What follows belongs to an exercise in optimizing a design on an open flow for small area and a short achievable clock period; a production flow would make more cautious choices. Where RTL was checked, it was by simulation tests only, not by an equivalence proof against the original. Function not checked in runs 3 and 4: the RTL went through the layout flow alone. Power and IR drop assume default switching activity.

## flow/flow/run.sh

```bash
#!/bin/bash
# The standard layout, with the port buffers that buffer_ports inserts made
# sky130_fd_sc_hd__buf_1 instead of the cell it picks on its own.
set -euo pipefail
bash standard.sh BUFFER_PORTS_ARGS="-buffer_cell sky130_fd_sc_hd__buf_1" finish > standard_make.log 2>&1
```

## flow/standard.sh

```bash
#!/bin/bash
# synth_recipe.tcl (not shown) runs the flow's synth.tcl, then flattens the netlist and writes it again
# the make line also repeats each setting of config.mk as NAME=value (left out here)
make -C /OpenROAD-flow-scripts/flow DESIGN_CONFIG=/design/flow/config.mk WORK_HOME=/design/flow/orfs CLKGATE_MAP_FILE= SYNTH_SCRIPT=/design/flow/synth_recipe.tcl "${@:-finish}"
```

## flow/config.mk

```make
export PLATFORM = sky130hd
export DESIGN_NAME = BLOCK_ULA_OPS
export DESIGN_NICKNAME = BLOCK_ULA_OPS
export VERILOG_FILES = /design/flow/design.v
export SDC_FILE = /design/flow/constraint.sdc
export NUM_CORES = 4
export LEC_CHECK = 0
export CAP_MARGIN = 20
export CORE_MARGIN = 2
export CORE_UTILIZATION = 40
export SLEW_MARGIN = 20
export SYNTH_HIERARCHICAL = 1
```

## flow/constraint.sdc

```tcl
create_clock -name core_clock -period 11.0 [get_ports {clk}]
set_input_delay 2.2000 -clock core_clock [delete_from_list [all_inputs] [get_ports {clk}]]
set_output_delay 2.2000 -clock core_clock [all_outputs]
set_load 0.01 [all_outputs]
```

## flow/design.v

```verilog
module ULA_FA (input a, input b, input c, output s, output co);
    assign s = a ^ b ^ c;
    assign co = (a & b) | (a & c) | (b & c);
endmodule
module BLOCK_ULA_OPS #(
    parameter DATA_WIDTH = 8,
    parameter ADDR_WIDTH = 12,
    parameter ULA_WIDTH = 24
    ) (
        input clk,
        input [(ADDR_WIDTH-1):0] MUX_REG1_IN,                    
        input [(DATA_WIDTH-1):0] REG1_IN,
        input [(DATA_WIDTH-1):0] MUX_REG2_IN_0,  
        input [(ADDR_WIDTH-1):0] MUX_REG2_IN_1,  
        input [(ADDR_WIDTH-1):0] MUX_REG2_IN_2,  
        input [(DATA_WIDTH-1):0] REG2_IN,
        output wire [(ULA_WIDTH-1):0] ULA_OUT,
        output reg REG_COMP_OUT,
        output reg REG_OVERFLOW_OUT,
        input [1:0] SEL_MUX1,
        input [1:0] SEL_MUX2,
        input CTRL_REG_OP1, CTRL_REG_OP2,
        input CTRL_REG_OVERFLOW, CTRL_REG_COMP,
        input [3:0] SEL_ULA
    );
reg [(DATA_WIDTH-1):0] REG1_OUT, REG2_OUT;
    always @ (posedge clk)  
    begin
        if(CTRL_REG_OP1)
            REG1_OUT <= REG1_IN;
    end
    always @ (posedge clk)  
    begin
        if(CTRL_REG_OP2)
            REG2_OUT <= REG2_IN;
    end
    wire ahi = (SEL_MUX1 == 2'b01);
    wire [11:0] a12 = (SEL_MUX1 == 2'b00) ? 12'h000 :
                      (SEL_MUX1 == 2'b01) ? 12'hFFF :
                      (SEL_MUX1 == 2'b10) ? MUX_REG1_IN :
                                            {4'h0, REG1_OUT};
    wire [11:0] b12 = (SEL_MUX2 == 2'b00) ? MUX_REG2_IN_2 :
                      (SEL_MUX2 == 2'b01) ? MUX_REG2_IN_1 :
                      (SEL_MUX2 == 2'b10) ? {4'h0, MUX_REG2_IN_0} :
                                            {4'h0, REG2_OUT};
    wire op_mul = (SEL_ULA == 4'd2);
    wire mneg = op_mul & ahi;
    wire op_brow = (SEL_ULA == 4'd0) || (SEL_ULA == 4'd1) || (SEL_ULA == 4'd5) ||
                   (SEL_ULA == 4'd6) || (SEL_ULA == 4'd7) || (SEL_ULA == 4'd8);
    genvar gi, gj;
    wire mul_j = op_mul & (SEL_MUX1 == 2'b10);
    wire mul_r = op_mul & (SEL_MUX1 == 2'b11);
    wire [11:0] am = ({12{mul_j}} & MUX_REG1_IN) | ({12{mul_r}} & {4'h0, REG1_OUT}) |
                     {11'h000, op_brow};
    reg [3:0] tt_e, tt_o;
    reg cin;
    always @* begin
        cin = 1'b0;
        tt_e = 4'b0000;
        case (SEL_ULA)
            4'd0, 4'd4:  tt_e = 4'b1100;                    
            4'd1:        begin tt_e = 4'b0011; cin = 1'b1; end  
            4'd2:        begin tt_e = {1'b0, mneg, 1'b0, mneg}; cin = mneg; end  
            4'd6:        tt_e = 4'b1111;
            4'd7:        cin = 1'b1;
            4'd12:       tt_e = 4'b0011;                    
            4'd13:       tt_e = 4'b1000;                    
            4'd14:       tt_e = 4'b1110;                    
            4'd15:       tt_e = 4'b0110;                    
            default:     tt_e = 4'b0000;
        endcase
        tt_o = (SEL_ULA == 4'd8) ? 4'b1111 : tt_e;
    end
    wire [11:0] x;
    generate for (gi = 0; gi < 12; gi = gi + 1) begin : g_x
        wire [3:0] tt = gi[0] ? tt_o : tt_e;
        assign x[gi] = (tt[3] & a12[gi] & b12[gi]) | (tt[2] & a12[gi] & ~b12[gi]) |
                       (tt[1] & ~a12[gi] & b12[gi]) | (tt[0] & ~a12[gi] & ~b12[gi]);
    end endgenerate
    wire hf = ((SEL_ULA == 4'd0) || (SEL_ULA == 4'd4) || (SEL_ULA == 4'd14) || (SEL_ULA == 4'd15)) ? ahi :
              ((SEL_ULA == 4'd1) || (SEL_ULA == 4'd12)) ? ~ahi :
              (SEL_ULA == 4'd6) || mneg;
    wire ha = (SEL_ULA == 4'd8);
    wire [23:12] h = {12{hf}} | ({12{ha}} & 12'hAAA);
    wire [11:0] ppn [0:11];
    generate for (gi = 0; gi < 12; gi = gi + 1) begin : g_pp
        for (gj = 0; gj < 12; gj = gj + 1) begin : g_ppj
            if (gj == 1 && gi < 11)
                assign ppn[gi][gj] = ~((b12[gi] & am[gj]) | x[gi + 1]);
            else if (gj == 11 && gi > 0)
                assign ppn[gi][gj] = ~((b12[gi] & am[gj]) | h[gi + 11]);
            else
                assign ppn[gi][gj] = ~(b12[gi] & am[gj]);
        end
    end endgenerate
    wire [11:0] xn = ~x;
    wire cinn = ~cin;
    wire hn23 = ~h[23];
    wire ts_1, tc_2, ts_3, tc_4, ts_5, tc_6, ts_7, tc_8, ts_9, tc_10, ts_11, tc_12, ts_13, tc_14, ts_15, tc_16, ts_17, tc_18, ts_19, tc_20, ts_21, tc_22, ts_23, tc_24, ts_25, tc_26, ts_27, tc_28, ts_29, tc_30, ts_31, tc_32, ts_33, tc_34, ts_35, tc_36, ts_37, tc_38, ts_39, tc_40, ts_43, tc_44, ts_45, tc_46, ts_49, tc_50, ts_51, tc_52, ts_55, tc_56, ts_57, tc_58, ts_61, tc_62, ts_63, tc_64, ts_65, tc_66, ts_67, tc_68, ts_69, tc_70, ts_71, tc_72, ts_73, tc_74, ts_75, tc_76, ts_77, tc_78, ts_79, tc_80, ts_81, tc_82, ts_83, tc_84, ts_85, tc_86, ts_87, tc_88, ts_89, tc_90, ts_91, tc_92, ts_95, tc_96, ts_99, tc_100, ts_103, tc_104, ts_105, tc_106, ts_107, tc_108, ts_109, tc_110, ts_111, tc_112, ts_113, tc_114, ts_115, tc_116, ts_117, tc_118, ts_119, tc_120, ts_121, tc_122, ts_123, tc_124, ts_125, tc_126, ts_127, tc_128, ts_129, tc_130, ts_131, tc_132, ts_133, tc_134, ts_135, tc_136, ts_137, tc_138, ts_139, tc_140, ts_141, tc_142, ts_143, tc_144, ts_145, tc_146, ts_147, tc_148, ts_149, tc_150, ts_151, tc_152, ts_153, tc_154, ts_155, tc_156, ts_157, tc_158, ts_159, tc_160, ts_161, tc_162, ts_163, tc_164, ts_165, tc_166, ts_167, tc_168, ts_169, tc_170, ts_171, tc_172, ts_173, tc_174, ts_175, tc_176, ts_177, tc_178, ts_179, tc_180, ts_181, tc_182, ts_185, tc_186, ts_193, tc_194, ts_195, tc_196, ts_197, tc_198, ts_199, tc_200, ts_201, tc_202, ts_203, tc_204, ts_205, tc_206, ts_207, tc_208, ts_209, tc_210, ts_211, tc_212, ts_213, tc_214, ts_215, tc_216, ts_217, tc_218, ts_219, tc_220, ts_221, tc_222, ts_223, tc_224, ts_41, tc_42, ts_47, tc_48, ts_53, tc_54, ts_59, tc_60, ts_93, tc_94, ts_97, tc_98, ts_101, tc_102, ts_183, tc_184, ts_187, tc_188, ts_189, tc_190, ts_191, tc_192;
    ULA_FA fa0 (.a(ppn[0][9]), .b(ppn[1][8]), .c(ppn[2][7]), .s(ts_1), .co(tc_2));
    ULA_FA fa1 (.a(ppn[0][10]), .b(ppn[1][9]), .c(ppn[2][8]), .s(ts_3), .co(tc_4));
    ULA_FA fa2 (.a(ppn[3][7]), .b(ppn[4][6]), .c(ppn[5][5]), .s(ts_5), .co(tc_6));
    ULA_FA fa3 (.a(ppn[0][11]), .b(ppn[1][10]), .c(ppn[2][9]), .s(ts_7), .co(tc_8));
    ULA_FA fa4 (.a(ppn[3][8]), .b(ppn[4][7]), .c(ppn[5][6]), .s(ts_9), .co(tc_10));
    ULA_FA fa5 (.a(ppn[6][5]), .b(ppn[7][4]), .c(ppn[8][3]), .s(ts_11), .co(tc_12));
    ULA_FA fa6 (.a(ppn[2][10]), .b(ppn[3][9]), .c(ppn[4][8]), .s(ts_13), .co(tc_14));
    ULA_FA fa7 (.a(ppn[5][7]), .b(ppn[6][6]), .c(ppn[7][5]), .s(ts_15), .co(tc_16));
    ULA_FA fa8 (.a(ppn[8][4]), .b(ppn[9][3]), .c(ppn[10][2]), .s(ts_17), .co(tc_18));
    ULA_FA fa9 (.a(ppn[3][10]), .b(ppn[4][9]), .c(ppn[5][8]), .s(ts_19), .co(tc_20));
    ULA_FA fa10 (.a(ppn[6][7]), .b(ppn[7][6]), .c(ppn[8][5]), .s(ts_21), .co(tc_22));
    ULA_FA fa11 (.a(ppn[4][10]), .b(ppn[5][9]), .c(ppn[6][8]), .s(ts_23), .co(tc_24));
    ULA_FA fa12 (.a(ppn[0][6]), .b(ppn[1][5]), .c(ppn[2][4]), .s(ts_25), .co(tc_26));
    ULA_FA fa13 (.a(ppn[0][7]), .b(ppn[1][6]), .c(ppn[2][5]), .s(ts_27), .co(tc_28));
    ULA_FA fa14 (.a(ppn[3][4]), .b(ppn[4][3]), .c(ppn[5][2]), .s(ts_29), .co(tc_30));
    ULA_FA fa15 (.a(ppn[0][8]), .b(ppn[1][7]), .c(ppn[2][6]), .s(ts_31), .co(tc_32));
    ULA_FA fa16 (.a(ppn[3][5]), .b(ppn[4][4]), .c(ppn[5][3]), .s(ts_33), .co(tc_34));
    ULA_FA fa17 (.a(ppn[6][2]), .b(ppn[8][0]), .c(ppn[7][1]), .s(ts_35), .co(tc_36));
    ULA_FA fa18 (.a(ppn[3][6]), .b(ppn[4][5]), .c(ppn[5][4]), .s(ts_37), .co(tc_38));
    ULA_FA fa19 (.a(ppn[6][3]), .b(ppn[7][2]), .c(ppn[9][0]), .s(ts_39), .co(tc_40));
    ULA_FA fa20 (.a(ppn[6][4]), .b(ppn[7][3]), .c(ppn[8][2]), .s(ts_43), .co(tc_44));
    ULA_FA fa21 (.a(ppn[10][0]), .b(ppn[9][1]), .c(tc_2), .s(ts_45), .co(tc_46));
    ULA_FA fa22 (.a(ppn[9][2]), .b(ppn[11][0]), .c(ppn[10][1]), .s(ts_49), .co(tc_50));
    ULA_FA fa23 (.a(tc_4), .b(tc_6), .c(ts_7), .s(ts_51), .co(tc_52));
    ULA_FA fa24 (.a(ppn[11][1]), .b(ppn[1][11]), .c(tc_8), .s(ts_55), .co(tc_56));
    ULA_FA fa25 (.a(tc_10), .b(tc_12), .c(ts_13), .s(ts_57), .co(tc_58));
    ULA_FA fa26 (.a(ppn[9][4]), .b(ppn[10][3]), .c(ppn[11][2]), .s(ts_61), .co(tc_62));
    ULA_FA fa27 (.a(ppn[2][11]), .b(tc_14), .c(tc_16), .s(ts_63), .co(tc_64));
    ULA_FA fa28 (.a(tc_18), .b(ts_19), .c(ts_21), .s(ts_65), .co(tc_66));
    ULA_FA fa29 (.a(ppn[7][7]), .b(ppn[8][6]), .c(ppn[9][5]), .s(ts_67), .co(tc_68));
    ULA_FA fa30 (.a(ppn[10][4]), .b(ppn[11][3]), .c(ppn[3][11]), .s(ts_69), .co(tc_70));
    ULA_FA fa31 (.a(tc_20), .b(tc_22), .c(ts_23), .s(ts_71), .co(tc_72));
    ULA_FA fa32 (.a(ppn[5][10]), .b(ppn[6][9]), .c(ppn[7][8]), .s(ts_73), .co(tc_74));
    ULA_FA fa33 (.a(ppn[8][7]), .b(ppn[9][6]), .c(ppn[10][5]), .s(ts_75), .co(tc_76));
    ULA_FA fa34 (.a(ppn[11][4]), .b(ppn[4][11]), .c(tc_24), .s(ts_77), .co(tc_78));
    ULA_FA fa35 (.a(ppn[6][10]), .b(ppn[7][9]), .c(ppn[8][8]), .s(ts_79), .co(tc_80));
    ULA_FA fa36 (.a(ppn[9][7]), .b(ppn[10][6]), .c(ppn[11][5]), .s(ts_81), .co(tc_82));
    ULA_FA fa37 (.a(ppn[7][10]), .b(ppn[8][9]), .c(ppn[9][8]), .s(ts_83), .co(tc_84));
    ULA_FA fa38 (.a(ppn[0][4]), .b(ppn[1][3]), .c(ppn[2][2]), .s(ts_85), .co(tc_86));
    ULA_FA fa39 (.a(ppn[0][5]), .b(ppn[1][4]), .c(ppn[2][3]), .s(ts_87), .co(tc_88));
    ULA_FA fa40 (.a(ppn[3][2]), .b(ppn[5][0]), .c(ppn[4][1]), .s(ts_89), .co(tc_90));
    ULA_FA fa41 (.a(ppn[3][3]), .b(ppn[4][2]), .c(ppn[6][0]), .s(ts_91), .co(tc_92));
    ULA_FA fa42 (.a(ppn[7][0]), .b(ppn[6][1]), .c(tc_26), .s(ts_95), .co(tc_96));
    ULA_FA fa43 (.a(tc_28), .b(tc_30), .c(ts_31), .s(ts_99), .co(tc_100));
    ULA_FA fa44 (.a(tc_32), .b(tc_34), .c(tc_36), .s(ts_103), .co(tc_104));
    ULA_FA fa45 (.a(ts_37), .b(ts_39), .c(ts_41), .s(ts_105), .co(tc_106));
    ULA_FA fa46 (.a(tc_38), .b(tc_40), .c(ts_43), .s(ts_107), .co(tc_108));
    ULA_FA fa47 (.a(ts_45), .b(tc_42), .c(ts_47), .s(ts_109), .co(tc_110));
    ULA_FA fa48 (.a(tc_44), .b(ts_49), .c(tc_46), .s(ts_111), .co(tc_112));
    ULA_FA fa49 (.a(tc_48), .b(ts_51), .c(ts_53), .s(ts_113), .co(tc_114));
    ULA_FA fa50 (.a(tc_50), .b(ts_55), .c(tc_52), .s(ts_115), .co(tc_116));
    ULA_FA fa51 (.a(tc_54), .b(ts_57), .c(ts_59), .s(ts_117), .co(tc_118));
    ULA_FA fa52 (.a(ts_61), .b(tc_56), .c(tc_58), .s(ts_119), .co(tc_120));
    ULA_FA fa53 (.a(tc_60), .b(ts_63), .c(ts_65), .s(ts_121), .co(tc_122));
    ULA_FA fa54 (.a(tc_62), .b(ts_67), .c(ts_69), .s(ts_123), .co(tc_124));
    ULA_FA fa55 (.a(tc_64), .b(tc_66), .c(ts_71), .s(ts_125), .co(tc_126));
    ULA_FA fa56 (.a(tc_68), .b(tc_70), .c(ts_73), .s(ts_127), .co(tc_128));
    ULA_FA fa57 (.a(ts_75), .b(ts_77), .c(tc_72), .s(ts_129), .co(tc_130));
    ULA_FA fa58 (.a(ppn[5][11]), .b(tc_74), .c(tc_76), .s(ts_131), .co(tc_132));
    ULA_FA fa59 (.a(ts_79), .b(ts_81), .c(tc_78), .s(ts_133), .co(tc_134));
    ULA_FA fa60 (.a(ppn[10][7]), .b(ppn[11][6]), .c(ppn[6][11]), .s(ts_135), .co(tc_136));
    ULA_FA fa61 (.a(tc_80), .b(tc_82), .c(ts_83), .s(ts_137), .co(tc_138));
    ULA_FA fa62 (.a(ppn[8][10]), .b(ppn[9][9]), .c(ppn[10][8]), .s(ts_139), .co(tc_140));
    ULA_FA fa63 (.a(ppn[11][7]), .b(ppn[7][11]), .c(tc_84), .s(ts_141), .co(tc_142));
    ULA_FA fa64 (.a(ppn[9][10]), .b(ppn[10][9]), .c(ppn[11][8]), .s(ts_143), .co(tc_144));
    ULA_FA fa65 (.a(ppn[0][3]), .b(ppn[1][2]), .c(ppn[3][0]), .s(ts_145), .co(tc_146));
    ULA_FA fa66 (.a(ppn[4][0]), .b(ppn[3][1]), .c(ts_85), .s(ts_147), .co(tc_148));
    ULA_FA fa67 (.a(tc_86), .b(ts_87), .c(ts_89), .s(ts_149), .co(tc_150));
    ULA_FA fa68 (.a(tc_88), .b(tc_90), .c(ts_91), .s(ts_151), .co(tc_152));
    ULA_FA fa69 (.a(tc_92), .b(ts_95), .c(tc_94), .s(ts_153), .co(tc_154));
    ULA_FA fa70 (.a(tc_96), .b(tc_98), .c(ts_99), .s(ts_155), .co(tc_156));
    ULA_FA fa71 (.a(tc_100), .b(ts_103), .c(tc_102), .s(ts_157), .co(tc_158));
    ULA_FA fa72 (.a(tc_104), .b(ts_107), .c(tc_106), .s(ts_159), .co(tc_160));
    ULA_FA fa73 (.a(tc_108), .b(ts_111), .c(tc_110), .s(ts_161), .co(tc_162));
    ULA_FA fa74 (.a(tc_112), .b(ts_115), .c(tc_114), .s(ts_163), .co(tc_164));
    ULA_FA fa75 (.a(tc_116), .b(ts_119), .c(tc_118), .s(ts_165), .co(tc_166));
    ULA_FA fa76 (.a(ts_123), .b(tc_120), .c(tc_122), .s(ts_167), .co(tc_168));
    ULA_FA fa77 (.a(tc_124), .b(ts_127), .c(ts_129), .s(ts_169), .co(tc_170));
    ULA_FA fa78 (.a(tc_128), .b(ts_131), .c(ts_133), .s(ts_171), .co(tc_172));
    ULA_FA fa79 (.a(ts_135), .b(tc_132), .c(ts_137), .s(ts_173), .co(tc_174));
    ULA_FA fa80 (.a(tc_136), .b(ts_139), .c(ts_141), .s(ts_175), .co(tc_176));
    ULA_FA fa81 (.a(ppn[8][11]), .b(tc_140), .c(ts_143), .s(ts_177), .co(tc_178));
    ULA_FA fa82 (.a(ppn[10][10]), .b(ppn[11][9]), .c(ppn[9][11]), .s(ts_179), .co(tc_180));
    ULA_FA fa83 (.a(ppn[0][0]), .b(xn[0]), .c(cinn), .s(ts_181), .co(tc_182));
    ULA_FA fa84 (.a(ppn[0][2]), .b(ppn[2][0]), .c(ppn[1][1]), .s(ts_185), .co(tc_186));
    ULA_FA fa85 (.a(tc_150), .b(ts_151), .c(ts_93), .s(ts_193), .co(tc_194));
    ULA_FA fa86 (.a(tc_152), .b(ts_97), .c(ts_153), .s(ts_195), .co(tc_196));
    ULA_FA fa87 (.a(ts_101), .b(tc_154), .c(ts_155), .s(ts_197), .co(tc_198));
    ULA_FA fa88 (.a(tc_156), .b(ts_105), .c(ts_157), .s(ts_199), .co(tc_200));
    ULA_FA fa89 (.a(tc_158), .b(ts_109), .c(ts_159), .s(ts_201), .co(tc_202));
    ULA_FA fa90 (.a(ts_113), .b(tc_160), .c(ts_161), .s(ts_203), .co(tc_204));
    ULA_FA fa91 (.a(ts_117), .b(tc_162), .c(ts_163), .s(ts_205), .co(tc_206));
    ULA_FA fa92 (.a(ts_121), .b(tc_164), .c(ts_165), .s(ts_207), .co(tc_208));
    ULA_FA fa93 (.a(ts_125), .b(tc_166), .c(ts_167), .s(ts_209), .co(tc_210));
    ULA_FA fa94 (.a(tc_126), .b(tc_168), .c(ts_169), .s(ts_211), .co(tc_212));
    ULA_FA fa95 (.a(tc_130), .b(ts_171), .c(tc_170), .s(ts_213), .co(tc_214));
    ULA_FA fa96 (.a(tc_134), .b(ts_173), .c(tc_172), .s(ts_215), .co(tc_216));
    ULA_FA fa97 (.a(tc_138), .b(ts_175), .c(tc_174), .s(ts_217), .co(tc_218));
    ULA_FA fa98 (.a(tc_142), .b(ts_177), .c(tc_176), .s(ts_219), .co(tc_220));
    ULA_FA fa99 (.a(tc_144), .b(ts_179), .c(tc_178), .s(ts_221), .co(tc_222));
    ULA_FA fa100 (.a(ppn[11][10]), .b(ppn[10][11]), .c(tc_180), .s(ts_223), .co(tc_224));
    ULA_FA ha0 (.a(ppn[8][1]), .b(ts_1), .c(1'b1), .s(ts_41), .co(tc_42));
    ULA_FA ha1 (.a(ts_3), .b(ts_5), .c(1'b1), .s(ts_47), .co(tc_48));
    ULA_FA ha2 (.a(ts_9), .b(ts_11), .c(1'b1), .s(ts_53), .co(tc_54));
    ULA_FA ha3 (.a(ts_15), .b(ts_17), .c(1'b1), .s(ts_59), .co(tc_60));
    ULA_FA ha4 (.a(ppn[5][1]), .b(ts_25), .c(1'b1), .s(ts_93), .co(tc_94));
    ULA_FA ha5 (.a(ts_27), .b(ts_29), .c(1'b1), .s(ts_97), .co(tc_98));
    ULA_FA ha6 (.a(ts_33), .b(ts_35), .c(1'b1), .s(ts_101), .co(tc_102));
    ULA_FA ha7 (.a(ppn[1][0]), .b(ppn[0][1]), .c(1'b1), .s(ts_183), .co(tc_184));
    ULA_FA ha8 (.a(ppn[2][1]), .b(ts_145), .c(1'b1), .s(ts_187), .co(tc_188));
    ULA_FA ha9 (.a(tc_146), .b(ts_147), .c(1'b1), .s(ts_189), .co(tc_190));
    ULA_FA ha10 (.a(tc_148), .b(ts_149), .c(1'b1), .s(ts_191), .co(tc_192));
    wire [23:0] row1 = {(hn23), tc_224, tc_222, tc_220, tc_218, tc_216, tc_214, tc_212, tc_210, tc_208, tc_206, tc_204, tc_202, tc_200, tc_198, tc_196, tc_194, tc_192, tc_190, tc_188, tc_186, tc_184, tc_182, ts_181};
    wire [23:0] row2 = {1'b1, ppn[11][11], ts_223, ts_221, ts_219, ts_217, ts_215, ts_213, ts_211, ts_209, ts_207, ts_205, ts_203, ts_201, ts_199, ts_197, ts_195, ts_193, ts_191, ts_189, ts_187, ts_185, ts_183, 1'b1};
    wire [23:0] cp = row1 ^ row2;
    wire [23:0] cg = row1 & row2;
    wire ag1 = cg[1] | (cp[1] & (cg[0] | cp[0]));
    wire ag2 = cg[2] | (cp[2] & ag1);
    wire ag3 = cg[3] | (cp[3] & ag2);
    wire ag4 = cg[4] | (cp[4] & ag3);
    wire ag5 = cg[6] | (cp[6] & cg[5]);
    wire ap5 = cp[6] & cp[5];
    wire ag6 = cg[8] | (cp[8] & cg[7]);
    wire ap6 = cp[8] & cp[7];
    wire ag7 = cg[10] | (cp[10] & cg[9]);
    wire ap7 = cp[10] & cp[9];
    wire ag8 = cg[12] | (cp[12] & cg[11]);
    wire ap8 = cp[12] & cp[11];
    wire ag9 = cg[14] | (cp[14] & cg[13]);
    wire ap9 = cp[14] & cp[13];
    wire ag10 = cg[16] | (cp[16] & cg[15]);
    wire ap10 = cp[16] & cp[15];
    wire ag11 = cg[18] | (cp[18] & cg[17]);
    wire ap11 = cp[18] & cp[17];
    wire ag12 = cg[20] | (cp[20] & cg[19]);
    wire ap12 = cp[20] & cp[19];
    wire ag13 = cg[22] | (cp[22] & cg[21]);
    wire ap13 = cp[22] & cp[21];
    wire ag14 = ag5 | (ap5 & ag4);
    wire ag15 = ag7 | (ap7 & ag6);
    wire ap15 = ap7 & ap6;
    wire ag16 = ag9 | (ap9 & ag8);
    wire ap16 = ap9 & ap8;
    wire ag17 = ag11 | (ap11 & ag10);
    wire ap17 = ap11 & ap10;
    wire ag18 = ag13 | (ap13 & ag12);
    wire ap18 = ap13 & ap12;
    wire ag19 = ag15 | (ap15 & ag14);
    wire ag20 = ag17 | (ap17 & ag16);
    wire ap20 = ap17 & ap16;
    wire ag21 = ag20 | (ap20 & ag19);
    wire ag22 = ag16 | (ap16 & ag19);
    wire ag23 = ag18 | (ap18 & ag21);
    wire ag24 = ag6 | (ap6 & ag14);
    wire ag25 = ag8 | (ap8 & ag19);
    wire ag26 = ag10 | (ap10 & ag22);
    wire ag27 = ag12 | (ap12 & ag21);
    wire ag28 = cg[5] | (cp[5] & ag4);
    wire ag29 = cg[7] | (cp[7] & ag14);
    wire ag30 = cg[9] | (cp[9] & ag24);
    wire ag31 = cg[11] | (cp[11] & ag19);
    wire ag32 = cg[13] | (cp[13] & ag25);
    wire ag33 = cg[15] | (cp[15] & ag22);
    wire ag34 = cg[17] | (cp[17] & ag26);
    wire ag35 = cg[19] | (cp[19] & ag21);
    wire ag36 = cg[21] | (cp[21] & ag27);
    wire ag37 = cg[23] | (cp[23] & ag23);
    wire [23:0] res;
    assign res[0] = cp[0];
    assign res[1] = ~(cp[1] ^ (cg[0] | cp[0]));
    assign res[2] = ~(cp[2] ^ ag1);
    assign res[3] = ~(cp[3] ^ ag2);
    assign res[4] = ~(cp[4] ^ ag3);
    assign res[5] = ~(cp[5] ^ ag4);
    assign res[6] = ~(cp[6] ^ ag28);
    assign res[7] = ~(cp[7] ^ ag14);
    assign res[8] = ~(cp[8] ^ ag29);
    assign res[9] = ~(cp[9] ^ ag24);
    assign res[10] = ~(cp[10] ^ ag30);
    assign res[11] = ~(cp[11] ^ ag19);
    assign res[12] = ~(cp[12] ^ ag31);
    assign res[13] = ~(cp[13] ^ ag25);
    assign res[14] = ~(cp[14] ^ ag32);
    assign res[15] = ~(cp[15] ^ ag22);
    assign res[16] = ~(cp[16] ^ ag33);
    assign res[17] = ~(cp[17] ^ ag26);
    assign res[18] = ~(cp[18] ^ ag34);
    assign res[19] = ~(cp[19] ^ ag21);
    assign res[20] = ~(cp[20] ^ ag35);
    assign res[21] = ~(cp[21] ^ ag27);
    assign res[22] = ~(cp[22] ^ ag36);
    assign res[23] = ~(cp[23] ^ ag23);
    assign ULA_OUT = res;
    wire [12:0] blt, bgt;
    assign blt[0] = 1'b0;
    assign bgt[0] = 1'b0;
    generate for (gi = 0; gi < 12; gi = gi + 1) begin : g_cmp
        assign blt[gi + 1] = (~b12[gi] & a12[gi]) | (~b12[gi] & blt[gi]) | (a12[gi] & blt[gi]);
        assign bgt[gi + 1] = (b12[gi] & ~a12[gi]) | (b12[gi] & bgt[gi]) | (~a12[gi] & bgt[gi]);
    end endgenerate
    wire comp = (SEL_ULA == 4'd9)  ? (~ahi & ~blt[12] & ~bgt[12]) :
                (SEL_ULA == 4'd10) ? (ahi | blt[12]) :
                (SEL_ULA == 4'd11) ? (~ahi & bgt[12]) :
                1'b0;
    wire ovf = ((SEL_ULA == 4'd0) || (SEL_ULA == 4'd2)) && (|ULA_OUT[23:8]);
    always @ (posedge clk)   
    begin
        if(CTRL_REG_COMP)
            REG_COMP_OUT <= comp;
    end
    always @ (posedge clk)  
    begin
        if(CTRL_REG_OVERFLOW)
            REG_OVERFLOW_OUT <= ovf;
    end
endmodule
```

==> run_results.csv, run 1 <==
group,metric,value,unit
timing,worstMarginPinSlew,0.841,ns
global_route,grt_start_max_net_pins,19,
critical_path,path_max_fanout,16,
critical_path,crit_required,8.80,ns
power,p_per_area,90.7,mW/mm^2
timing,clock.fmax,94.6,MHz
min_path,min_path_type,"reg -> reg",
global_route,grt_overflow,0,
routing,first_pass_iters,7,
power,p_leak,1.99,nW
global_route,grt_pass1_vias,5370,
timing,setup_viol,0,
layout,drive_gt1_share,9.07,%
routing,num_vias,5027,
power,switching_share,48.7,%
clocking,cts_tree,"done",
timing,slew_headroom,43.3,%
routing,drt-initial-drc-count,327,
timing,rsz0062_at_grt,"no",
layout,fill_cells,1386,
clocking,h-tree-depth,1,
power,power.share.sequential,13.9,%
power,clockPowerShare,12.2,%
power,share_comb_of_total_power,73.8,%
layout,final_cell_mix,"148 x nand2_1, 124 x fa_1, 97 x buf_1, 47 x a21oi_1, 35 x buf_4",
place,portBuffers,98,
clocking,cts_root_buf,"clkbuf_16",
yosys,synth_ff_type,"edfxtp_1",
clocking,clock_path_buffers,2,
timing,worst_slack,0.430,ns
routing,wl,16.2,mm
yosys,synthCells,597,
power,p_int,0.308,mW
layout,final_common_cell,"nand2_1",
timing,finalCriticalPeriod,10.57,ns
global_route,grt_use_total,21.6,%
yosys,yosys_warnings,7,
routing,final_antenna_net_count,0,
yosys,yosysSeqAreaShare,9.29,%
clocking,clkLatencyLatePin,0.25,ns
power,p_sw,0.293,mW
floorplan,rows,44,
status,status,"timing/DRC/antenna clean",
power,power,0.601,mW
global_route,grt_antenna_before_repair,0,
routing,routedWlPerCell,18.2,um
floorplan,die_w,125,um
place,dp_hpwl,13.6,mm
layout,fin_nets,923,
routing,viasPerCell,5.65,
timing,skew,0.00337,ns
clocking,cts.sinks,18,
place,dp_slack,0.398,ns
layout,n_antenna_cell,0,
timing,fin_crit_sh,96.1,%
floorplan,start_util,40.5,%
yosys,synth_enable_flop_cells,18,
yosys,synth_cell_type_count,59,
yosys,synth.ff_latch_count,18,
floorplan,core,0.0144,sq mm
clocking,clk_pin_slew_worst_paths,0.05,ns
flow_run,drv_cap,0,
critical_path,end_kind,"output port",
clocking,cts_setup_buffers,0,
layout,fin_util,46.2,%
timing,report.final.slew_viol_count,0,
layout,syn_to_final_growth,14.0,%
global_route,grt_first_pass_wirelength,27.1,mm
floorplan,die_height,125,um
critical_path,critical_path_class,"in -> out",
floorplan,dieArea,0.0155,sq mm
timing,finalSetupTns,0,ns
place,gp_congestion,0.958,
timing,finalHoldViolations,0,
floorplan,pin_count,99,
clocking,ctsHoldBuffers,0,
yosys,synth_area_per_cell,9.74,sq um
yosys,async_flop_share,0,%
power,peakVddDrop,0.0000643,V
critical_path,arrival,8.37,ns
critical_path,start_kind,"input pin",
routing,route.detailed.drc,0,
timing,hold_slack,1.42,ns
yosys,synth_area,0.00582,sq mm
clocking,cts_buffers,3,
## synthesized netlist by cell type (all sizes together) (3+ instances only)
master	n	area, sq um
nand2b	9	56.3
a211oi	3	22.5
a21oi	47	235
edfxtp	18	541
nor4	4	25.0
nand2	148	556
nor2	20	75.1
mux2i	10	100
mux4	18	413
xor2	4	35.0
or3	3	18.8
fa	124	2480
a21o	7	52.6
buf	6	42.5
xnor2	6	52.6
nor2b	6	37.5
nand3	5	25.0
ha	19	238
nor3	6	30.0
and2	5	31.3
o21ai	13	65.1
o21a	6	45.0
o22ai	4	25.0
maj3	7	72.6
a22o	3	26.3
clkbuf	32	120
inv	30	113
## per-layer routing
metal  routed length [um]  up-vias  GRT usage (%)
li1                     -     2228              -
met1                 6840     2537           29.4
met2                 7930      228           37.4
met3                 1070       34           2.10
met4                  388        0           5.02
met5                    0        -              0
## worst paths after layout
| path | depth (start not counted) | slack, ns | startpoint | end |
|---|---|---|---|---|
| worst min-delay path | 7 | 1.42 | REG1_OUT[4]$_DFFE_PP_ | REG_COMP_OUT$_DFFE_PP_ |
| worst max-delay path | 21 | 0.43 | SEL_ULA[2] | ULA_OUT[22] |
| worst min register to register | 7 | 1.42 | REG1_OUT[4]$_DFFE_PP_ | REG_COMP_OUT$_DFFE_PP_ |
| worst max register to register | 20 | 3.96 | REG1_OUT[5]$_DFFE_PP_ | REG_OVERFLOW_OUT$_DFFE_PP_ |
## power groups by stage
stage                     Combinational (mW)  Sequential [mW]  Clock, mW
after floorplan                        0.310           0.0844          0
after global placement                 0.441           0.0850          0
after detailed placement               0.448           0.0851          0
after CTS                              0.450           0.0838     0.0748
after global routing                   0.504           0.0843     0.0769
final                                  0.444           0.0838     0.0737
## stage by stage
stage / instance area (sq um) / cells
floorplan: 5850 / 607
global placement: 6550 / 886
detailed placement: 6550 / 886
CTS: 6630 / 890
global route: 6630 / 890
finish: 6630 / 890
## what timing repair did
action	CTS	global route
setup endpoints to repair	0	1
hold endpoints to repair	0	0
resized for setup	0	1
## flip-flops by register name, summed over array words and instances (netlist names)
signal,count
REG_COMP_OUT,1
REG2_OUT,8
REG1_OUT,8
REG_OVERFLOW_OUT,1
## critical path: stages
cell      delay (ns)
buf_1           0.44
nor2_1          0.20
nand2_1         0.15
o21ai_0         0.14
nand2b_1        0.27
mux4_2          0.48
a21oi_1         0.20
fa_1            0.46
fa_1            0.40
fa_1            0.53
fa_1            0.43
ha_1            0.23
or4_1           0.50
o211ai_1        0.10
a21oi_1         0.09
o22a_1          0.30
a211oi_1        0.31
nor3_1          0.11
fa_1            0.38
xnor2_1         0.26
buf_1           0.19
## area by class of cell
class,count,area (sq um),share of cell area (%)
clock buffers,3,75.1,1.13
inverters,30,113,1.70
clock inverters,1,3.75,0.0566
multi-input cells,521,5040,76.0
flip-flops and latches,18,541,8.15
well taps,184,230,3.47
repair buffers,133,632,9.53
## Yosys stat by module (local to each module, per instance)
module | cells inside | flip-flops and latches
ULA_FA | 1 | 0
BLOCK_ULA_OPS | 485 | 18
## kinds of logic (layout without fill, tap and decap cells)
logic type / Yosys count / in the layout / share of synthesized area, %
buf+inv: 68 / 167 / 4.73
mux: 29 / 29 / 9.01
xor+xnor: 10 / 10 / 1.51
other cells: 1 / 11 / 0.0645
fa+ha+maj: 150 / 150 / 48.0
compound gates: 106 / 106 / 11.6
flops: 18 / 18 / 9.29
simple gates: 215 / 215 / 15.8
==> run 2: changes to the inputs <==
--- a/flow/config.mk
+++ b/flow/config.mk
@@ -7,6 +7,7 @@
 export LEC_CHECK = 0
 export CAP_MARGIN = 20
 export CORE_MARGIN = 2
-export CORE_UTILIZATION = 40
+export CORE_UTILIZATION = 65
+export PLACE_DENSITY = 0.75
 export SLEW_MARGIN = 20
 export SYNTH_HIERARCHICAL = 1
==> run_results.csv, run 2 <==
group,metric,value,unit
status,status,"timing/DRC/antenna clean",
critical_path,cpMostUsedCell,"fa_1",
yosys,synth_area_per_cell,9.74,sq um
timing,skew,0.00639,ns
clocking,cts_setup_buffers,0,
critical_path,start_kind,"input pin",
power,p_leak,1.96,nW
yosys,synth_area,0.00582,sq mm
critical_path,cpLargestDelayFamily,"adder cells",
routing,viasPerCell,6.21,
routing,first_pass_iters,6,
timing,finalCriticalPeriod,10.57,ns
timing,worstMarginPinSlew,0.839,ns
yosys,yosysTopAreaCell,"fa_1",
floorplan,start_util,66.7,%
timing,rsz0062_at_grt,"no",
flow_run,drv_cap,0,
yosys,ys_top_cells_by_count,"148 x nand2_1, 124 x fa_1, 47 x a21oi_1",
floorplan,dieArea,0.00972,sq mm
clocking,ctsResizeCount,0,
yosys,yosysMostFrequentCell,"nand2_1",
timing,fin_crit_sh,96.1,%
routing,num_vias,5041,
critical_path,crit_required,8.80,ns
layout,final_common_cell,"nand2_1",
timing,report.final.slew_viol_count,0,
timing,slew_headroom,43.9,%
layout,syn_to_final_growth,11.5,%
min_path,min_path_type,"reg -> reg",
layout,drive_gt1_share,8.66,%
clocking,clkLatencyLatePin,0.26,ns
power,power.share.sequential,14.3,%
critical_path,crit_chain,"buf_1, nor2b_1, nor2_1, nor2_1, a21oi_1, o21ai_0, buf_4, mux4_2, a21oi_1, fa_1, fa_1, fa_1, fa_1, ha_1, or4_1, o211ai_1, a21oi_1, o22a_1, a211oi_1, nor3_1, fa_1, xnor2_1, buf_1",
place,placedInstanceArea,0.00644,sq mm
yosys,synth_enable_flop_cells,18,
routing,route.detailed.drc,0,
timing,finalSetupTns,0,ns
routing,final_antenna_net_count,0,
floorplan,die_height,98.6,um
timing,setup_viol,0,
timing,finalHoldViolations,0,
yosys,synth.ff_latch_count,18,
floorplan,die_w,98.6,um
layout,fin_nets,921,
critical_path,cpPeakStageDelay,0.54,ns
layout,fin_area,0.00649,sq mm
global_route,grt_first_pass_wirelength,26.4,mm
yosys,synth_cell_type_count,59,
clocking,cts.sinks,18,
clocking,clock_path_buffers,2,
power,peakVddDrop,0.0000813,V
critical_path,arrival,8.37,ns
power,p_per_area,89.9,mW/mm^2
yosys,async_flop_share,0,%
clocking,cts_buffers,3,
global_route,grt_start_max_net_pins,19,
place,gp_congestion,1.02,
clocking,h-tree-depth,1,
clocking,cts_root_buf,"clkbuf_8",
yosys,yosysTopAreaCellShare,42.7,%
critical_path,critical_path_class,"in -> out",
power,p_int,0.285,mW
power,power,0.584,mW
global_route,grt_use_total,34.6,%
clocking,cts_tree,"done",
yosys,synthTopCellsByArea,"fa_1 43%, nand2_1 9.6%, edfxtp_1 9.3%, mux4_2 6.2%, ha_1 4.1%",
critical_path,path_max_fanout,8,
global_route,grt_antenna_before_repair,0,
place,dp_hpwl,12.8,mm
critical_path,end_kind,"output port",
critical_path,crit_slowest_cell,"fa_1",
place,portBuffers,98,
timing,clock.fmax,94.6,MHz
yosys,synth_ff_type,"edfxtp_1",
yosys,yosysSeqAreaShare,9.29,%
clocking,clk_pin_slew_worst_paths,0.07,ns
global_route,grt_pass1_vias,5448,
layout,final_cell_mix,"148 x nand2_1, 124 x fa_1, 98 x buf_1, 47 x a21oi_1, 33 x buf_4",
yosys,yosys_warnings,7,
timing,worst_slack,0.426,ns
routing,routedWlPerCell,19.3,um
global_route,grt_overflow,0,
power,p_sw,0.298,mW
critical_path,crit_buf_inv,3,
yosys,synthCells,597,
floorplan,rows,34,
routing,drt-initial-drc-count,392,
clocking,ctsHoldBuffers,0,
floorplan,pin_count,99,
power,share_comb_of_total_power,77.3,%
floorplan,core,0.00872,sq mm
place,dp_slack,0.548,ns
layout,top_regs,"REG1_OUT x8, REG2_OUT x8",
power,clockPowerShare,8.4,%
routing,wl,15.6,mm
layout,n_antenna_cell,0,
power,switching_share,51.1,%
run 2: modules after synthesis, one instance, submodules excluded:
module	flip-flops and latches	cells	cell area (sq um)
BLOCK_ULA_OPS	18	485	3570
ULA_FA	0	1	20.0
run 2: worst paths after layout:
| kind | start | end | slack, ns | depth (start not counted) |
|---|---|---|---|---|
| worst max-delay path | SEL_MUX1[1] | ULA_OUT[22] | 0.43 | 23 |
| worst min-delay path | REG1_OUT[0]$_DFFE_PP_ | REG_COMP_OUT$_DFFE_PP_ | 1.47 | 7 |
| worst max register to register | REG1_OUT[0]$_DFFE_PP_ | REG_OVERFLOW_OUT$_DFFE_PP_ | 3.78 | 22 |
| worst min register to register | REG1_OUT[0]$_DFFE_PP_ | REG_COMP_OUT$_DFFE_PP_ | 1.47 | 7 |
run 2: power groups by stage:
stage | registers, mW | logic, mW | clock network (mW)
floorplan | 0.0844 | 0.310 | 0
global placement | 0.0848 | 0.433 | 0
detailed placement | 0.0849 | 0.445 | 0
CTS | 0.0834 | 0.448 | 0.0489
global route | 0.0839 | 0.501 | 0.0518
finish | 0.0834 | 0.451 | 0.0491
run 2: cell type report:
type,count,area (sq um)
Timing Repair Buffer,131,616
Multi-Input combinational cell,521,5040
Sequential cell,18,541
Clock inverter,1,3.75
Inverter,30,113
Tap cell,108,135
Fill cell,648,2230
Clock buffer,3,41.3
run 2: per-stage QoR:
step / std cells / utilization [%] / hold WS [ns]
2_1_floorplan: 607 / - / 1.18
3_3_place_gp: 808 / 73.9 / 1.41
3_5_place_dp: 808 / 73.9 / 1.44
4_1_cts: 812 / 74.4 / 1.45
5_1_grt: 812 / 74.4 / 1.50
6_report: 812 / 74.4 / 1.47
run 2: per-layer routing:
| metal | wire length, um | vias up | GRT usage, % |
|---|---|---|---|
| met5 | 0 | - | 0 |
| met4 | 554 | 0 | 12.2 |
| met3 | 1260 | 60 | 6.60 |
| met2 | 7800 | 270 | 58.8 |
| met1 | 6020 | 2482 | 45.1 |
| li1 | - | 2229 | - |
run 2: worst min-delay path, stage by stage (launching register included):
cell and delay, ns:
edfxtp_1 0.36, o21ba_2 0.18, a21o_1 0.11, a21bo_2 0.12, a21boi_0 0.08, o21ai_1 0.26
nand3_1 0.10, a31oi_1 0.13
run 2: cells by family after synthesis:
family,synth area share (%)
adder cells (fa/ha/maj),48.0
buffers and inverters,4.73
other,0.0645
XOR/XNOR,1.51
flip-flops,9.29
AND/OR/NAND/NOR,15.8
multiplexers,9.01
AO/OA/AOI/OAI,11.6
==> run 3: changes to the inputs <==
--- a/flow/design.v
+++ b/flow/design.v
@@ -211,84 +211,7 @@
     ULA_FA ha10 (.a(tc_148), .b(ts_149), .c(1'b1), .s(ts_191), .co(tc_192));
     wire [23:0] row1 = {(hn23), tc_224, tc_222, tc_220, tc_218, tc_216, tc_214, tc_212, tc_210, tc_208, tc_206, tc_204, tc_202, tc_200, tc_198, tc_196, tc_194, tc_192, tc_190, tc_188, tc_186, tc_184, tc_182, ts_181};
     wire [23:0] row2 = {1'b1, ppn[11][11], ts_223, ts_221, ts_219, ts_217, ts_215, ts_213, ts_211, ts_209, ts_207, ts_205, ts_203, ts_201, ts_199, ts_197, ts_195, ts_193, ts_191, ts_189, ts_187, ts_185, ts_183, 1'b1};
-    wire [23:0] cp = row1 ^ row2;
-    wire [23:0] cg = row1 & row2;
-    wire ag1 = cg[1] | (cp[1] & (cg[0] | cp[0]));
-    wire ag2 = cg[2] | (cp[2] & ag1);
-    wire ag3 = cg[3] | (cp[3] & ag2);
-    wire ag4 = cg[4] | (cp[4] & ag3);
-    wire ag5 = cg[6] | (cp[6] & cg[5]);
-    wire ap5 = cp[6] & cp[5];
-    wire ag6 = cg[8] | (cp[8] & cg[7]);
-    wire ap6 = cp[8] & cp[7];
-    wire ag7 = cg[10] | (cp[10] & cg[9]);
-    wire ap7 = cp[10] & cp[9];
-    wire ag8 = cg[12] | (cp[12] & cg[11]);
-    wire ap8 = cp[12] & cp[11];
-    wire ag9 = cg[14] | (cp[14] & cg[13]);
-    wire ap9 = cp[14] & cp[13];
-    wire ag10 = cg[16] | (cp[16] & cg[15]);
-    wire ap10 = cp[16] & cp[15];
-    wire ag11 = cg[18] | (cp[18] & cg[17]);
-    wire ap11 = cp[18] & cp[17];
-    wire ag12 = cg[20] | (cp[20] & cg[19]);
-    wire ap12 = cp[20] & cp[19];
-    wire ag13 = cg[22] | (cp[22] & cg[21]);
-    wire ap13 = cp[22] & cp[21];
-    wire ag14 = ag5 | (ap5 & ag4);
-    wire ag15 = ag7 | (ap7 & ag6);
-    wire ap15 = ap7 & ap6;
-    wire ag16 = ag9 | (ap9 & ag8);
-    wire ap16 = ap9 & ap8;
-    wire ag17 = ag11 | (ap11 & ag10);
-    wire ap17 = ap11 & ap10;
-    wire ag18 = ag13 | (ap13 & ag12);
-    wire ap18 = ap13 & ap12;
-    wire ag19 = ag15 | (ap15 & ag14);
-    wire ag20 = ag17 | (ap17 & ag16);
-    wire ap20 = ap17 & ap16;
-    wire ag21 = ag20 | (ap20 & ag19);
-    wire ag22 = ag16 | (ap16 & ag19);
-    wire ag23 = ag18 | (ap18 & ag21);
-    wire ag24 = ag6 | (ap6 & ag14);
-    wire ag25 = ag8 | (ap8 & ag19);
-    wire ag26 = ag10 | (ap10 & ag22);
-    wire ag27 = ag12 | (ap12 & ag21);
-    wire ag28 = cg[5] | (cp[5] & ag4);
-    wire ag29 = cg[7] | (cp[7] & ag14);
-    wire ag30 = cg[9] | (cp[9] & ag24);
-    wire ag31 = cg[11] | (cp[11] & ag19);
-    wire ag32 = cg[13] | (cp[13] & ag25);
-    wire ag33 = cg[15] | (cp[15] & ag22);
-    wire ag34 = cg[17] | (cp[17] & ag26);
-    wire ag35 = cg[19] | (cp[19] & ag21);
-    wire ag36 = cg[21] | (cp[21] & ag27);
-    wire ag37 = cg[23] | (cp[23] & ag23);
-    wire [23:0] res;
-    assign res[0] = cp[0];
-    assign res[1] = ~(cp[1] ^ (cg[0] | cp[0]));
-    assign res[2] = ~(cp[2] ^ ag1);
-    assign res[3] = ~(cp[3] ^ ag2);
-    assign res[4] = ~(cp[4] ^ ag3);
-    assign res[5] = ~(cp[5] ^ ag4);
-    assign res[6] = ~(cp[6] ^ ag28);
-    assign res[7] = ~(cp[7] ^ ag14);
-    assign res[8] = ~(cp[8] ^ ag29);
-    assign res[9] = ~(cp[9] ^ ag24);
-    assign res[10] = ~(cp[10] ^ ag30);
-    assign res[11] = ~(cp[11] ^ ag19);
-    assign res[12] = ~(cp[12] ^ ag31);
-    assign res[13] = ~(cp[13] ^ ag25);
-    assign res[14] = ~(cp[14] ^ ag32);
-    assign res[15] = ~(cp[15] ^ ag22);
-    assign res[16] = ~(cp[16] ^ ag33);
-    assign res[17] = ~(cp[17] ^ ag26);
-    assign res[18] = ~(cp[18] ^ ag34);
-    assign res[19] = ~(cp[19] ^ ag21);
-    assign res[20] = ~(cp[20] ^ ag35);
-    assign res[21] = ~(cp[21] ^ ag27);
-    assign res[22] = ~(cp[22] ^ ag36);
-    assign res[23] = ~(cp[23] ^ ag23);
+    wire [23:0] res = ~(row1 + row2 + 24'd1);
     assign ULA_OUT = res;
     wire [12:0] blt, bgt;
     assign blt[0] = 1'b0;
==> run_results.csv, run 3 <==
group,metric,value,unit
yosys,synth.ff_latch_count,18,
timing,report.final.slew_viol_count,0,
routing,final_antenna_net_count,0,
layout,final_common_cell,"nand2_1",
yosys,synthCells,656,
floorplan,dieArea,0.00993,sq mm
timing,clock.fmax,94.1,MHz
layout,final_cell_mix,"162 x nand2_1, 113 x fa_1, 98 x buf_1, 62 x a21oi_1, 39 x buf_4",
clocking,ctsHoldBuffers,0,
critical_path,crit_chain,"buf_1, nor2b_1, buf_4, and3_1, and2_1, buf_4, nand2_1, fa_1, fa_1, fa_1, fa_1, fa_1, ha_1, o21a_1, o2111ai_1, o221ai_1, a222oi_1, a21oi_1, a21o_1, a21oi_1, xor2_1, buf_1",
timing,setup_viol,0,
clocking,cts_tree,"done",
timing,worstMarginPinSlew,0.668,ns
layout,syn_to_final_growth,12.7,%
critical_path,cpLargestDelayFamily,"adder cells",
critical_path,crit_buf_inv,4,
timing,skew,0.00370,ns
yosys,synthTopCellsByArea,"fa_1 38%, nand2_1 10%, edfxtp_1 9.1%, a21oi_1 5.4%, mux4_2 4.9%",
flow_run,drv_cap,0,
floorplan,pin_count,99,
global_route,grt_overflow,0,
yosys,synth_ff_type,"edfxtp_1",
routing,viasPerCell,6.42,
clocking,cts.sinks,18,
yosys,yosysMostFrequentCell,"nand2_1",
global_route,grt_antenna_before_repair,0,
place,dp_hpwl,13.7,mm
critical_path,critical_path_class,"in -> out",
critical_path,path_max_fanout,11,
critical_path,cpMostUsedCell,"fa_1",
timing,fin_crit_sh,96.6,%
layout,top_regs,"REG1_OUT x8, REG2_OUT x8",
floorplan,die_height,99.7,um
place,portBuffers,98,
critical_path,arrival,8.42,ns
min_path,min_path_type,"reg -> reg",
power,p_leak,1.94,nW
clocking,h-tree-depth,1,
timing,worst_slack,0.378,ns
critical_path,reg2reg_slack,3.64,ns
yosys,synth_area_per_cell,9.07,sq um
power,power,0.688,mW
yosys,yosysSeqAreaShare,9.09,%
timing,finalCriticalPeriod,10.62,ns
critical_path,crit_required,8.80,ns
routing,drt-initial-drc-count,557,
routing,route.detailed.drc,0,
timing,slew_headroom,55.3,%
floorplan,die_w,99.7,um
layout,drive_gt1_share,9.77,%
floorplan,rows,34,
clocking,cts_buffers,3,
yosys,yosysTopAreaCell,"fa_1",
routing,first_pass_iters,5,
clocking,clk_pin_slew_worst_paths,0.07,ns
floorplan,start_util,67.5,%
clocking,cts_root_buf,"clkbuf_8",
yosys,async_flop_share,0,%
critical_path,crit_slowest_cell,"fa_1",
routing,routedWlPerCell,19.3,um
global_route,grt_pass1_vias,5661,
status,status,"timing/DRC/antenna clean",
layout,fin_util,76.1,%
yosys,synth_cell_type_count,62,
floorplan,core,0.00881,sq mm
yosys,synth_enable_flop_cells,18,
clocking,clkLatencyLatePin,0.25,ns
critical_path,cpPeakStageDelay,0.54,ns
critical_path,end_kind,"output port",
global_route,grt_start_max_net_pins,20,
routing,wl,16.9,mm
global_route,grt_use_total,35.3,%
timing,finalHoldViolations,0,
clocking,clock_path_buffers,2,
yosys,yosysTopAreaCellShare,38.0,%
power,peakVddDrop,0.0000926,V
layout,n_antenna_cell,0,
power,p_per_area,103,mW/mm^2
yosys,yosys_warnings,7,
place,gp_congestion,0.958,
layout,fin_nets,977,
yosys,ys_top_cells_by_count,"162 x nand2_1, 113 x fa_1, 64 x a21oi_1",
global_route,grt_first_pass_wirelength,27.5,mm
critical_path,start_kind,"input pin",
place,dp_slack,0.210,ns
routing,num_vias,5621,
yosys,synth_area,0.00595,sq mm
==> run 3: cell types whose count changed in the layout (fill, tap and decap cells not counted), moves of 4 or more <==
cell,before,now
fa_1,124,113
nand2_1,148,162
a21o_1,7,11
xnor2_1,6,10
nor2_1,20,35
buf_4,33,39
inv_1,30,9
a21oi_1,47,62
nor4_1,4,0
o21ai_0,11,28
==> run 3: worst min-delay path, cell delays in order, from the launching register on <==
cell	delay [ns]
edfxtp_1	0.37
o21ai_0	0.11
buf_4	0.17
o22ai_1	0.15
o21ai_0	0.12
o2111ai_1	0.12
mux2i_1	0.09
o22ai_1	0.18
==> run 3: layout make-up <==
type | instances | area [sq um]
fillers | 659 | 2100
repair buffers | 137 | 661
flip-flops and latches | 18 | 541
clock buffers | 3 | 41.3
well taps | 108 | 135
multi-input cells | 600 | 5290
clock inverters | 1 | 3.75
inverters | 9 | 33.8
==> run 3: logic make-up (layout without fill, tap and decap cells) <==
logic type                 Yosys count  in the layout  synth area share (%)
AOI/OAI and AO/OA                  165            165                  17.9
xor gates and xnor gates            17             17                  2.63
adders and majority gates          137            137                  43.0
buffers and inverters               48            150                  3.05
DFF                                 18             18                  9.09
muxes                               22             22                  6.48
other                                1             11                0.0630
and+or+nand+nor                    248            248                  17.8
==> run 3: final timing paths <==
| check | start | end | cells after the start |
|---|---|---|---|
| min reg2reg | REG1_OUT[5]$_DFFE_PP_ | REG_COMP_OUT$_DFFE_PP_ | 7 |
| max reg2reg | REG2_OUT[4]$_DFFE_PP_ | REG_OVERFLOW_OUT$_DFFE_PP_ | 19 |
| min | REG1_OUT[5]$_DFFE_PP_ | REG_COMP_OUT$_DFFE_PP_ | 7 |
| max | SEL_MUX1[1] | ULA_OUT[22] | 22 |
==> run 3: routing by layer <==
metal,vias to the layer above,GRT usage [%],part of all wire [%]
li1,2489,-,-
met1,2722,45.8,37
met2,350,61.5,50
met3,60,4.43,9.0
met4,0,12.6,4.0
met5,-,0,0
==> run 3: Yosys stat by module (local to each module, per instance) <==
| module | flops+latches | cells | times used | area, sq um |
|---|---|---|---|---|
| BLOCK_ULA_OPS | 18 | 544 | 1 | 3710 |
| ULA_FA | 0 | 1 | 112 | 20.0 |
==> run 3: power breakdown <==
part	internal (mW)	switching, mW
clock	0.0248	0.0218
combinational	0.224	0.335
sequential	0.0814	0.00193
total	0.330	0.358
==> run 3: what timing repair did <==
item                                    CTS  global route
gates resized for setup                   0             5
endpoints found under the setup margin    0             3
hold endpoints to repair                  0             0
setup buffers                             0             0
==> run 3: through the flow <==
stage	instances	hold slack [ns]	TNS, ns	area (sq um)
final	876	1.43	0	6700
after global routing	876	1.50	-0.0117	6700
after CTS	876	1.40	0	6680
after detailed placement	872	1.37	0	6630
after global placement	872	1.37	0	6630
after floorplan	666	1.18	0	5990
==> run 4: changes to the inputs <==
--- a/flow/design.v
+++ b/flow/design.v
@@ -1,6 +1,12 @@
 module ULA_FA (input a, input b, input c, output s, output co);
     assign s = a ^ b ^ c;
     assign co = (a & b) | (a & c) | (b & c);
+endmodule
+module ULA_HS (input a, input b, output s);
+    assign s = ~(a ^ b);
+endmodule
+module ULA_HC (input a, input b, output co);
+    assign co = a | b;
 endmodule
 module BLOCK_ULA_OPS #(
     parameter DATA_WIDTH = 8,
@@ -198,17 +204,28 @@
     ULA_FA fa98 (.a(tc_142), .b(ts_177), .c(tc_176), .s(ts_219), .co(tc_220));
     ULA_FA fa99 (.a(tc_144), .b(ts_179), .c(tc_178), .s(ts_221), .co(tc_222));
     ULA_FA fa100 (.a(ppn[11][10]), .b(ppn[10][11]), .c(tc_180), .s(ts_223), .co(tc_224));
-    ULA_FA ha0 (.a(ppn[8][1]), .b(ts_1), .c(1'b1), .s(ts_41), .co(tc_42));
-    ULA_FA ha1 (.a(ts_3), .b(ts_5), .c(1'b1), .s(ts_47), .co(tc_48));
-    ULA_FA ha2 (.a(ts_9), .b(ts_11), .c(1'b1), .s(ts_53), .co(tc_54));
-    ULA_FA ha3 (.a(ts_15), .b(ts_17), .c(1'b1), .s(ts_59), .co(tc_60));
-    ULA_FA ha4 (.a(ppn[5][1]), .b(ts_25), .c(1'b1), .s(ts_93), .co(tc_94));
-    ULA_FA ha5 (.a(ts_27), .b(ts_29), .c(1'b1), .s(ts_97), .co(tc_98));
-    ULA_FA ha6 (.a(ts_33), .b(ts_35), .c(1'b1), .s(ts_101), .co(tc_102));
-    ULA_FA ha7 (.a(ppn[1][0]), .b(ppn[0][1]), .c(1'b1), .s(ts_183), .co(tc_184));
-    ULA_FA ha8 (.a(ppn[2][1]), .b(ts_145), .c(1'b1), .s(ts_187), .co(tc_188));
-    ULA_FA ha9 (.a(tc_146), .b(ts_147), .c(1'b1), .s(ts_189), .co(tc_190));
-    ULA_FA ha10 (.a(tc_148), .b(ts_149), .c(1'b1), .s(ts_191), .co(tc_192));
+    ULA_HS ha0s (.a(ppn[8][1]), .b(ts_1), .s(ts_41));
+    ULA_HC ha0c (.a(ppn[8][1]), .b(ts_1), .co(tc_42));
+    ULA_HS ha1s (.a(ts_3), .b(ts_5), .s(ts_47));
+    ULA_HC ha1c (.a(ts_3), .b(ts_5), .co(tc_48));
+    ULA_HS ha2s (.a(ts_9), .b(ts_11), .s(ts_53));
+    ULA_HC ha2c (.a(ts_9), .b(ts_11), .co(tc_54));
+    ULA_HS ha3s (.a(ts_15), .b(ts_17), .s(ts_59));
+    ULA_HC ha3c (.a(ts_15), .b(ts_17), .co(tc_60));
+    ULA_HS ha4s (.a(ppn[5][1]), .b(ts_25), .s(ts_93));
+    ULA_HC ha4c (.a(ppn[5][1]), .b(ts_25), .co(tc_94));
+    ULA_HS ha5s (.a(ts_27), .b(ts_29), .s(ts_97));
+    ULA_HC ha5c (.a(ts_27), .b(ts_29), .co(tc_98));
+    ULA_HS ha6s (.a(ts_33), .b(ts_35), .s(ts_101));
+    ULA_HC ha6c (.a(ts_33), .b(ts_35), .co(tc_102));
+    ULA_HS ha7s (.a(ppn[1][0]), .b(ppn[0][1]), .s(ts_183));
+    ULA_HC ha7c (.a(ppn[1][0]), .b(ppn[0][1]), .co(tc_184));
+    ULA_HS ha8s (.a(ppn[2][1]), .b(ts_145), .s(ts_187));
+    ULA_HC ha8c (.a(ppn[2][1]), .b(ts_145), .co(tc_188));
+    ULA_HS ha9s (.a(tc_146), .b(ts_147), .s(ts_189));
+    ULA_HC ha9c (.a(tc_146), .b(ts_147), .co(tc_190));
+    ULA_HS ha10s (.a(tc_148), .b(ts_149), .s(ts_191));
+    ULA_HC ha10c (.a(tc_148), .b(ts_149), .co(tc_192));
     wire [23:0] row1 = {(hn23), tc_224, tc_222, tc_220, tc_218, tc_216, tc_214, tc_212, tc_210, tc_208, tc_206, tc_204, tc_202, tc_200, tc_198, tc_196, tc_194, tc_192, tc_190, tc_188, tc_186, tc_184, tc_182, ts_181};
     wire [23:0] row2 = {1'b1, ppn[11][11], ts_223, ts_221, ts_219, ts_217, ts_215, ts_213, ts_211, ts_209, ts_207, ts_205, ts_203, ts_201, ts_199, ts_197, ts_195, ts_193, ts_191, ts_189, ts_187, ts_185, ts_183, 1'b1};
     wire [23:0] res = ~(row1 + row2 + 24'd1);
==> run_results.csv, run 4 <==
group,metric,value,unit
status,status,"timing/DRC/antenna clean",
floorplan,rows,35,
yosys,synthCells,720,
routing,routedWlPerCell,19.3,um
clocking,clk_pin_slew_worst_paths,0.08,ns
routing,viasPerCell,6.54,
power,peakVddDrop,0.0000744,V
timing,finalSetupTns,0,ns
yosys,yosysTopAreaCell,"fa_1",
yosys,yosysMostFrequentCell,"nand2_1",
timing,worstMarginPinSlew,0.757,ns
layout,fin_util,73.9,%
power,p_leak,1.99,nW
yosys,synth.ff_latch_count,18,
layout,multi_input_area,0.00541,sq mm
timing,slew_headroom,48.8,%
yosys,yosys_warnings,7,
yosys,yosysTopAreaCellShare,32.9,%
routing,top_layer,"met4",
yosys,synth_area_per_cell,8.62,sq um
layout,fill_cells,678,
timing,setup_viol,0,
yosys,ys_top_cells_by_count,"167 x nand2_1, 102 x fa_1, 49 x a21oi_1",
clocking,clkLatencyLatePin,0.26,ns
clocking,cts_root_buf,"clkbuf_8",
timing,worst_slack,0.327,ns
timing,rsz0062_at_grt,"no",
place,gp_congestion,0.999,
global_route,grt_first_pass_wirelength,29.3,mm
critical_path,crit_chain,"buf_1, buf_4, mux4_2, nand2_1, fa_1, or2_1, fa_1, fa_1, fa_1, ha_1, nand4_1, a211oi_1, o41ai_1, a211oi_1, o2111a_1, o21ai_1, a211o_1, and3_1, buf_1",
routing,first_pass_iters,9,
critical_path,start_kind,"input pin",
place,dp_hpwl,14.2,mm
yosys,synth_enable_flop_cells,18,
yosys,synthTopCellsByArea,"fa_1 33%, nand2_1 10%, edfxtp_1 8.7%, ha_1 4.4%, mux4_2 4.0%",
layout,top_regs,"REG1_OUT x8, REG2_OUT x8",
critical_path,cpLargestDelayFamily,"adder cells",
floorplan,core,0.00924,sq mm
clocking,clock_path_buffers,2,
critical_path,critical_path_class,"in -> out",
critical_path,crit_slowest_cell,"mux4_2",
clocking,ctsHoldBuffers,0,
yosys,yosysSeqAreaShare,8.71,%
yosys,synth_cell_type_count,65,
timing,fin_crit_sh,97.0,%
layout,final_common_cell,"nand2_1",
layout,n_antenna_cell,0,
timing,report.final.slew_viol_count,0,
clocking,cts_tree,"done",
layout,regArea,541,sq um
global_route,grt_start_max_net_pins,18,
timing,finalHoldViolations,0,
routing,wl_met3,1.82,mm
floorplan,pin_count,99,
clocking,h-tree-depth,1,
critical_path,cpPeakStageDelay,0.73,ns
routing,drt-initial-drc-count,780,
timing,clock.fmax,93.7,MHz
global_route,grt_overflow,0,
layout,syn_to_final_growth,9.98,%
critical_path,crit_buf_inv,3,
layout,final_cell_mix,"167 x nand2_1, 102 x fa_1, 95 x buf_1, 49 x a21oi_1, 45 x nor2_1",
flow_run,drv_cap,0,
place,portBuffers,98,
place,dp_slack,0.292,ns
routing,wl,18.1,mm
yosys,synth_area,0.00621,sq mm
routing,final_antenna_net_count,0,
clocking,cts.sinks,18,
floorplan,dieArea,0.0103,sq mm
clocking,cts_buffers,3,
power,p_per_area,79.4,mW/mm^2
layout,drive_gt1_share,7.41,%
routing,dr_wl_met2,8.73,mm
critical_path,end_kind,"output port",
global_route,grt_antenna_before_repair,0,
global_route,grt_pass1_vias,6087,
critical_path,arrival,8.47,ns
floorplan,die_height,102,um
critical_path,cpMostUsedCell,"fa_1",
floorplan,start_util,67.2,%
routing,wirelength_met1,6.85,mm
critical_path,path_max_fanout,16,
floorplan,die_w,102,um
routing,route.detailed.drc,0,
timing,skew,0.00351,ns
global_route,grt_use_total,36.4,%
yosys,synth_ff_type,"edfxtp_1",
power,power,0.542,mW
timing,finalCriticalPeriod,10.67,ns
critical_path,crit_required,8.80,ns
min_path,min_path_type,"reg -> reg",
yosys,async_flop_share,0,%
routing,num_vias,6145,
layout,fin_nets,1008,
clocking,cts_setup_buffers,0,
[run 4: cell types whose count changed after synthesis, sizes merged, moves of 7 or more]
cell | before | now
nor2 | 35 | 45
mux2i | 7 | 14
inv | 9 | 26
fa | 113 | 102
a221oi | 1 | 8
or2 | 4 | 15
nor3 | 6 | 15
a21oi | 66 | 49
[run 4: final timing paths]
path                         startpoint                         end  slack [ns]  cells past startpoint
hold / removal    REG1_OUT[6]$_DFFE_PP_      REG_COMP_OUT$_DFFE_PP_        1.53                      6
setup reg to reg  REG2_OUT[0]$_DFFE_PP_  REG_OVERFLOW_OUT$_DFFE_PP_        4.61                     17
hold reg to reg   REG1_OUT[6]$_DFFE_PP_      REG_COMP_OUT$_DFFE_PP_        1.53                      6
setup / recovery            SEL_MUX2[0]                 ULA_OUT[23]        0.33                     19
[run 4: cell type report]
type / instances / share of cell area, %
tap: 129 / 2.36
clock buffer: 3 / 0.605
sequential: 18 / 7.92
multi-input combinational: 637 / 79.2
clock inverter: 1 / 0.0550
inverter: 26 / 1.43
timing repair buffer: 125 / 8.41
[run 4: per-stage QoR]
stage               instance area (sq um)  hold WS, ns  instances
floorplan                            6210         1.26        720
global placement                     6780         1.49        935
detailed placement                   6780         1.49        935
CTS                                  6820         1.50        939
global route                         6830         1.59        939
finish                               6830         1.53        939
[run 4: repair_timing]
| item | 4_1_cts | 5_1_grt |
|---|---|---|
| gates resized for setup | 0 | 4 |
| hold endpoints to repair | 0 | 0 |
| setup endpoints to repair | 0 | 3 |
[run 4: kinds of logic (layout without fill, tap and decap cells)]
logic type	count (synthesis)	after routing	share of synthesized area [%]
AO/OA/AOI/OAI	162	162	17.5
XOR/XNOR	20	20	2.82
buffers and inverters	65	155	4.19
adder cells (fa/ha/maj)	127	127	37.9
AND/OR/NAND/NOR	295	295	21.0
multiplexers	33	33	7.94
flip-flops	18	18	8.71
[run 4: worst min-delay path: stages, from the launching register on]
cell      delay [ns]
edfxtp_1        0.42
and3b_1         0.27
o21ai_0         0.14
o211ai_1        0.12
a211o_1         0.19
o311a_1         0.19
a211oi_2        0.04
[run 4: Yosys stat by module, one instance, submodules excluded]
module | cells inside | area, sq um | flops+latches | times used
ULA_HC | 1 | 6.26 | 0 | 11
BLOCK_ULA_OPS | 597 | 4020 | 18 | 1
ULA_FA | 1 | 20.0 | 0 | 101
ULA_HS | 1 | 8.76 | 0 | 11
[run 4: where the power goes]
part	internal (mW)	switching (mW)	leakage [nW]
clock network	0.0249	0.0252	0.0231
logic	0.156	0.252	1.79
registers	0.0814	0.00228	0.177
[run 4: metal layers]
metal	track usage, %	vias up
met3	7.38	83
met4	12.6	0
met1	47.8	2952
met2	60.5	400
met5	0	-
li1	-	2710

re-timing with driven ports:
Ports are ideal in the flow. The routed layouts listed here were re-timed in OpenROAD. Step 1, drivers: a clkbuf_16 drives clk and a buf_2 each remaining input, both assumed. Step 2 adds t to the input delays and takes it off the output delays; t is the mean of the earliest and latest rising clock arrival at the registers after step 1. Input paths then give back, and output paths get back, about the clock's delay inside the block. Three values: ideal ports, drivers, drivers and shift; two values: the first two.
run	t (ns)	setup WS [ns]	hold slack, ns
run 1	0.278	0.430 / 0.408 / 0.408	1.425 / 1.425 / 1.425
run 2	0.284	0.426 / 0.397 / 0.397	1.468 / 1.468 / 1.468
run 3	0.279	0.378 / 0.355 / 0.355	1.430 / 1.430 / 1.430
run 4	0.289	0.327 / 0.304 / 0.304	1.531 / 1.531 / 1.531
After both steps every run listed still meets setup and hold. The setup slack of run 2, which loses most, moves by -0.029 ns with the drivers and by -0.029 ns with both steps.
